Source: an optimization exercise on an open RTL-to-GDS flow (aim: small area, a short achievable clock period and few clock cycles per item). Production flows keep margins and buffers that such runs may drop. RTL that was checked went through simulation tests only; none was proved equivalent to the original.

==> willow: inputs <==
Design sort_paralell, start of the top module:
module sort_paralell(
				input 					clk,
				input 					rst_n,
				input						en,
				input 		[15:0] 	in0, in1, in2, in3, in4, in5, in6, in7,
				output reg				complete,
				output reg 	[15:0] 	out0, out1, out2, out3, out4, out5, out6,out7
						);
==> module sort_paralell, before the edit <==
module sort_paralell(
				input 					clk,
				input 					rst_n,
				input						en,
				input 		[15:0] 	in0, in1, in2, in3, in4, in5, in6, in7,
				output reg				complete,
				output reg 	[15:0] 	out0, out1, out2, out3, out4, out5, out6,out7
						);
function automatic ge16(input [15:0] a, input [15:0] b);
	reg [15:0] g, q;
	reg [7:0]  g1, q1;
	reg [3:0]  g2, q2;
	reg [1:0]  g3, q3;
	integer k;
	begin
		g = a & ~b;
		q = a | ~b;
		for (k = 0; k < 8; k = k + 1) begin
			g1[k] = g[2*k+1] | (q[2*k+1] & g[2*k]);
			q1[k] = g[2*k+1] | (q[2*k+1] & q[2*k]);
		end
		for (k = 0; k < 4; k = k + 1) begin
			g2[k] = g1[2*k+1] | (q1[2*k+1] & g1[2*k]);
			q2[k] = g1[2*k+1] | (q1[2*k+1] & q1[2*k]);
		end
		for (k = 0; k < 2; k = k + 1) begin
			g3[k] = g2[2*k+1] | (q2[2*k+1] & g2[2*k]);
			q3[k] = g2[2*k+1] | (q2[2*k+1] & q2[2*k]);
		end
		ge16 = g3[1] | (q3[1] & q3[0]);
	end
endfunction
function automatic [7:0] onehot7(input [6:0] c);
	reg [3:0] x;
	reg [4:0] y;
	integer m, n;
	begin
		x[0] = ~c[0] & ~c[1] & ~c[2];
		x[1] = (c[0] & ~c[1] & ~c[2]) | (~c[0] & c[1] & ~c[2]) | (~c[0] & ~c[1] & c[2]);
		x[2] = (c[0] & c[1] & ~c[2]) | (c[0] & ~c[1] & c[2]) | (~c[0] & c[1] & c[2]);
		x[3] = c[0] & c[1] & c[2];
		y[0] = ~c[3] & ~c[4] & ~c[5] & ~c[6];
		y[1] = (c[3] & ~c[4] & ~c[5] & ~c[6]) | (~c[3] & c[4] & ~c[5] & ~c[6]) |
		       (~c[3] & ~c[4] & c[5] & ~c[6]) | (~c[3] & ~c[4] & ~c[5] & c[6]);
		y[2] = (c[3] & c[4] & ~c[5] & ~c[6]) | (c[3] & ~c[4] & c[5] & ~c[6]) |
		       (c[3] & ~c[4] & ~c[5] & c[6]) | (~c[3] & c[4] & c[5] & ~c[6]) |
		       (~c[3] & c[4] & ~c[5] & c[6]) | (~c[3] & ~c[4] & c[5] & c[6]);
		y[3] = (~c[3] & c[4] & c[5] & c[6]) | (c[3] & ~c[4] & c[5] & c[6]) |
		       (c[3] & c[4] & ~c[5] & c[6]) | (c[3] & c[4] & c[5] & ~c[6]);
		y[4] = c[3] & c[4] & c[5] & c[6];
		onehot7 = 8'd0;
		for (m = 0; m < 4; m = m + 1)
			for (n = 0; n < 5; n = n + 1)
				onehot7[m+n] = onehot7[m+n] | (x[m] & y[n]);
	end
endfunction
wire [15:0] in_w [0:7];
assign in_w[0] = in0; assign in_w[1] = in1; assign in_w[2] = in2; assign in_w[3] = in3;
assign in_w[4] = in4; assign in_w[5] = in5; assign in_w[6] = in6; assign in_w[7] = in7;
integer i, j, p;
reg        v1;               
reg [15:0] d [0:7];          
reg        ge [0:7][0:7];    
always @(posedge clk or negedge rst_n)
	if (!rst_n) v1 <= 1'b0;
	else        v1 <= en;
always @(posedge clk) begin
	for (i = 0; i < 8; i = i + 1) begin
		d[i] <= in_w[i];
		for (j = 0; j < 8; j = j + 1)
			ge[i][j] <= (j > i) ? ge16(in_w[i], in_w[j]) : 1'b0;
	end
end
reg [6:0] above [0:7];
reg [7:0] sel [0:7];         
always @* begin
	for (i = 0; i < 8; i = i + 1) begin
		p = 0;
		for (j = 0; j < 8; j = j + 1)
			if (j != i) begin
				above[i][p] = (j < i) ? ~ge[j][i] : ge[i][j];
				p = p + 1;
			end
		sel[i] = onehot7(above[i]);
	end
end
reg [15:0] placed [0:7];
always @* begin
	for (p = 0; p < 8; p = p + 1) begin
		placed[p] = 16'd0;
		for (i = 0; i < 8; i = i + 1)
			placed[p] = placed[p] | ({16{sel[i][p]}} & d[i]);
	end
end
always @(posedge clk or negedge rst_n)
	if (!rst_n) complete <= 1'b0;
	else        complete <= v1;
always @(posedge clk) begin
	out0 <= placed[0]; out1 <= placed[1]; out2 <= placed[2]; out3 <= placed[3];
	out4 <= placed[4]; out5 <= placed[5]; out6 <= placed[6]; out7 <= placed[7];
end
endmodule
==> flow/config.mk <==
export PLATFORM = sky130hd
export DESIGN_NAME = sort_paralell
export DESIGN_NICKNAME = sort_paralell
export VERILOG_FILES = /design/flow/design.v
export SDC_FILE = /design/flow/constraint.sdc
export NUM_CORES = 4
export LEC_CHECK = 0
export CAP_MARGIN = 20
export CORE_MARGIN = 2
export CORE_UTILIZATION = 40
export CTS_BUF_LIST = sky130_fd_sc_hd__clkbuf_8
export PLACE_DENSITY = 0.9
export SLEW_MARGIN = 20
==> flow/constraint.sdc <==
create_clock -name core_clock -period 5.0 [get_ports {clk}]
set_input_delay 1.0000 -clock core_clock [delete_from_list [all_inputs] [get_ports {clk}]]
set_output_delay 1.0000 -clock core_clock [all_outputs]
set_load 0.01 [all_outputs]
standard.sh (not shown) runs the stock make flow with config.mk's settings and CLKGATE_MAP_FILE= SYNTH_SCRIPT=/design/flow/synth_recipe.tcl, a recipe that flattens the netlist after the stock synthesis.
==> flow/flow/run.sh <==
#!/bin/bash
# Layout flow: the standard ORFS flow (standard.sh), with
#  - port buffers of type buf_2 instead of the delay cell buffer_ports picks by default,
#  - timing repair aiming at a setup slack margin of 2.7 ns through CTS and 2.0 ns after global routing.
# Each make run's full output goes to a log of its own in the work folder.
set -euo pipefail
cd "$(dirname "$0")/.."
export BUFFER_PORTS_ARGS="-buffer_cell sky130_fd_sc_hd__buf_2"
SETUP_SLACK_MARGIN=2.7 bash standard.sh cts > make_to_cts.log 2>&1
SETUP_SLACK_MARGIN=2.0 bash standard.sh finish > make_finish.log 2>&1
test -f out/final.def
==> pepper (differences from willow) <==
--- a/flow/design.v
+++ b/flow/design.v
@@ -9,6 +9,6 @@
 function automatic ge16(input [15:0] a, input [15:0] b);
-	reg [15:0] g, q;
-	reg [7:0]  g1, q1;
-	reg [3:0]  g2, q2;
-	reg [1:0]  g3, q3;
+	reg [15:0] g, l;
+	reg [7:0]  g1, l1;
+	reg [3:0]  g2, l2;
+	reg [1:0]  g3, l3;
 	integer k;
@@ -16,16 +16,16 @@
 		g = a & ~b;
-		q = a | ~b;
+		l = ~a & b;
 		for (k = 0; k < 8; k = k + 1) begin
-			g1[k] = g[2*k+1] | (q[2*k+1] & g[2*k]);
-			q1[k] = g[2*k+1] | (q[2*k+1] & q[2*k]);
+			g1[k] = g[2*k+1] | (~l[2*k+1] & g[2*k]);
+			l1[k] = l[2*k+1] | (~g[2*k+1] & l[2*k]);
 		end
 		for (k = 0; k < 4; k = k + 1) begin
-			g2[k] = g1[2*k+1] | (q1[2*k+1] & g1[2*k]);
-			q2[k] = g1[2*k+1] | (q1[2*k+1] & q1[2*k]);
+			g2[k] = g1[2*k+1] | (~l1[2*k+1] & g1[2*k]);
+			l2[k] = l1[2*k+1] | (~g1[2*k+1] & l1[2*k]);
 		end
 		for (k = 0; k < 2; k = k + 1) begin
-			g3[k] = g2[2*k+1] | (q2[2*k+1] & g2[2*k]);
-			q3[k] = g2[2*k+1] | (q2[2*k+1] & q2[2*k]);
+			g3[k] = g2[2*k+1] | (~l2[2*k+1] & g2[2*k]);
+			l3[k] = l2[2*k+1] | (~g2[2*k+1] & l2[2*k]);
 		end
-		ge16 = g3[1] | (q3[1] & q3[0]);
+		ge16 = g3[1] | (~l3[1] & ~l3[0]);
 	end
@@ -60,14 +60,7 @@
 integer i, j, p;
-reg        v1;               
-reg [15:0] d [0:7];          
-reg        ge [0:7][0:7];    
-always @(posedge clk or negedge rst_n)
-	if (!rst_n) v1 <= 1'b0;
-	else        v1 <= en;
-always @(posedge clk) begin
-	for (i = 0; i < 8; i = i + 1) begin
-		d[i] <= in_w[i];
+reg ge [0:7][0:7];
+always @* begin
+	for (i = 0; i < 8; i = i + 1)
 		for (j = 0; j < 8; j = j + 1)
-			ge[i][j] <= (j > i) ? ge16(in_w[i], in_w[j]) : 1'b0;
-	end
+			ge[i][j] = (j > i) ? ge16(in_w[i], in_w[j]) : 1'b0;
 end
@@ -91,3 +84,3 @@
 		for (i = 0; i < 8; i = i + 1)
-			placed[p] = placed[p] | ({16{sel[i][p]}} & d[i]);
+			placed[p] = placed[p] | ({16{sel[i][p]}} & in_w[i]);
 	end
@@ -96,3 +89,3 @@
 	if (!rst_n) complete <= 1'b0;
-	else        complete <= v1;
+	else        complete <= en;
 always @(posedge clk) begin
==> flow/run.sh (new file) <==
#!/bin/bash
# synth_recipe.tcl (not shown) runs the flow's synth.tcl, then flattens the netlist and writes it again
# the make line also repeats each setting of config.mk as NAME=value (left out here)
make -C /OpenROAD-flow-scripts/flow DESIGN_CONFIG=/design/flow/config.mk WORK_HOME=/design/flow/orfs CLKGATE_MAP_FILE= SYNTH_SCRIPT=/design/flow/synth_recipe.tcl finish
- CTS_BUF_LIST: sky130_fd_sc_hd__clkbuf_8 -> unset
- PLACE_DENSITY: 0.9 -> unset
- SETUP_SLACK_MARGIN: unset -> 2.8
removed: flow/flow/run.sh
removed: flow/standard.sh
==> summary of the runs <==
willow passed the timing, design-rule and antenna checks. pepper died in 5_1_grt, error GRT-0232. Synthesized cell count: pepper is higher than willow (about 8%). Of willow and pepper, willow has the higher area after synthesis (gap 3.0%, measured against pepper).
==> figures <==
| item | willow | pepper |
|---|---|---|
| Total instance count after detailed placement | 3,619 | 4,996 |
| Yosys Warn Count | 6 | 5 |
| Status | no timing/DRC/antenna violations | stopped before the end |
| Last stage reached | - | 5_1_grt |
| Simple-gate portion of the synthesized area | 16.1% | 22.9% |
| CTS Root Cell | clkbuf_8 | clkbuf_16 |
| Share of synthesized area spent on multiplexers | 0.832% | 0.529% |
| Starting Density | 40.6% | 40.4% |
| Post-CTS Setup Inserts | 72 | 156 |
| Standard-cell row count | 86 | 85 |
| Num CTS Buffers | 48 | 17 |
| Cts repair resizes | 239 | 660 |
| Cell with the most instances after synthesis | dfxtp_1 | nand2_1 |
| CTS HTree Levels | 2 | 4 |
Testbench counts of willow, summed over its fixed seeds: cycles 2,056, items 2,048.
Function not checked in pepper: the RTL went through the layout flow alone.

[afterwards: timing with drivers on the ports]
How much do the figures lean on ideal ports? The routed layout below was timed once more, with nothing changed but the port constraints. Step 1, drivers: a clkbuf_16 drives clk and a buf_2 each remaining input, both assumed. Step 2 also shifts input and output timing later by t, the mid clock arrival at the registers, as if the neighbouring blocks saw the same clock. Three values: ideal ports, drivers, drivers and shift; two values: the first two.
run: willow
t, ns: 0.663
setup WS [ns]: 2.263 / 2.263 / 1.745
latest minus earliest clock arrival (ns): 0.089 / 0.089
worst data-port slew with drivers (ns): 0.09
cell pins on the clock port's net: 1
After both steps willow still meets setup and hold. For willow, drivers alone change the setup slack by 0.000 ns; drivers and shift together by -0.518 ns.
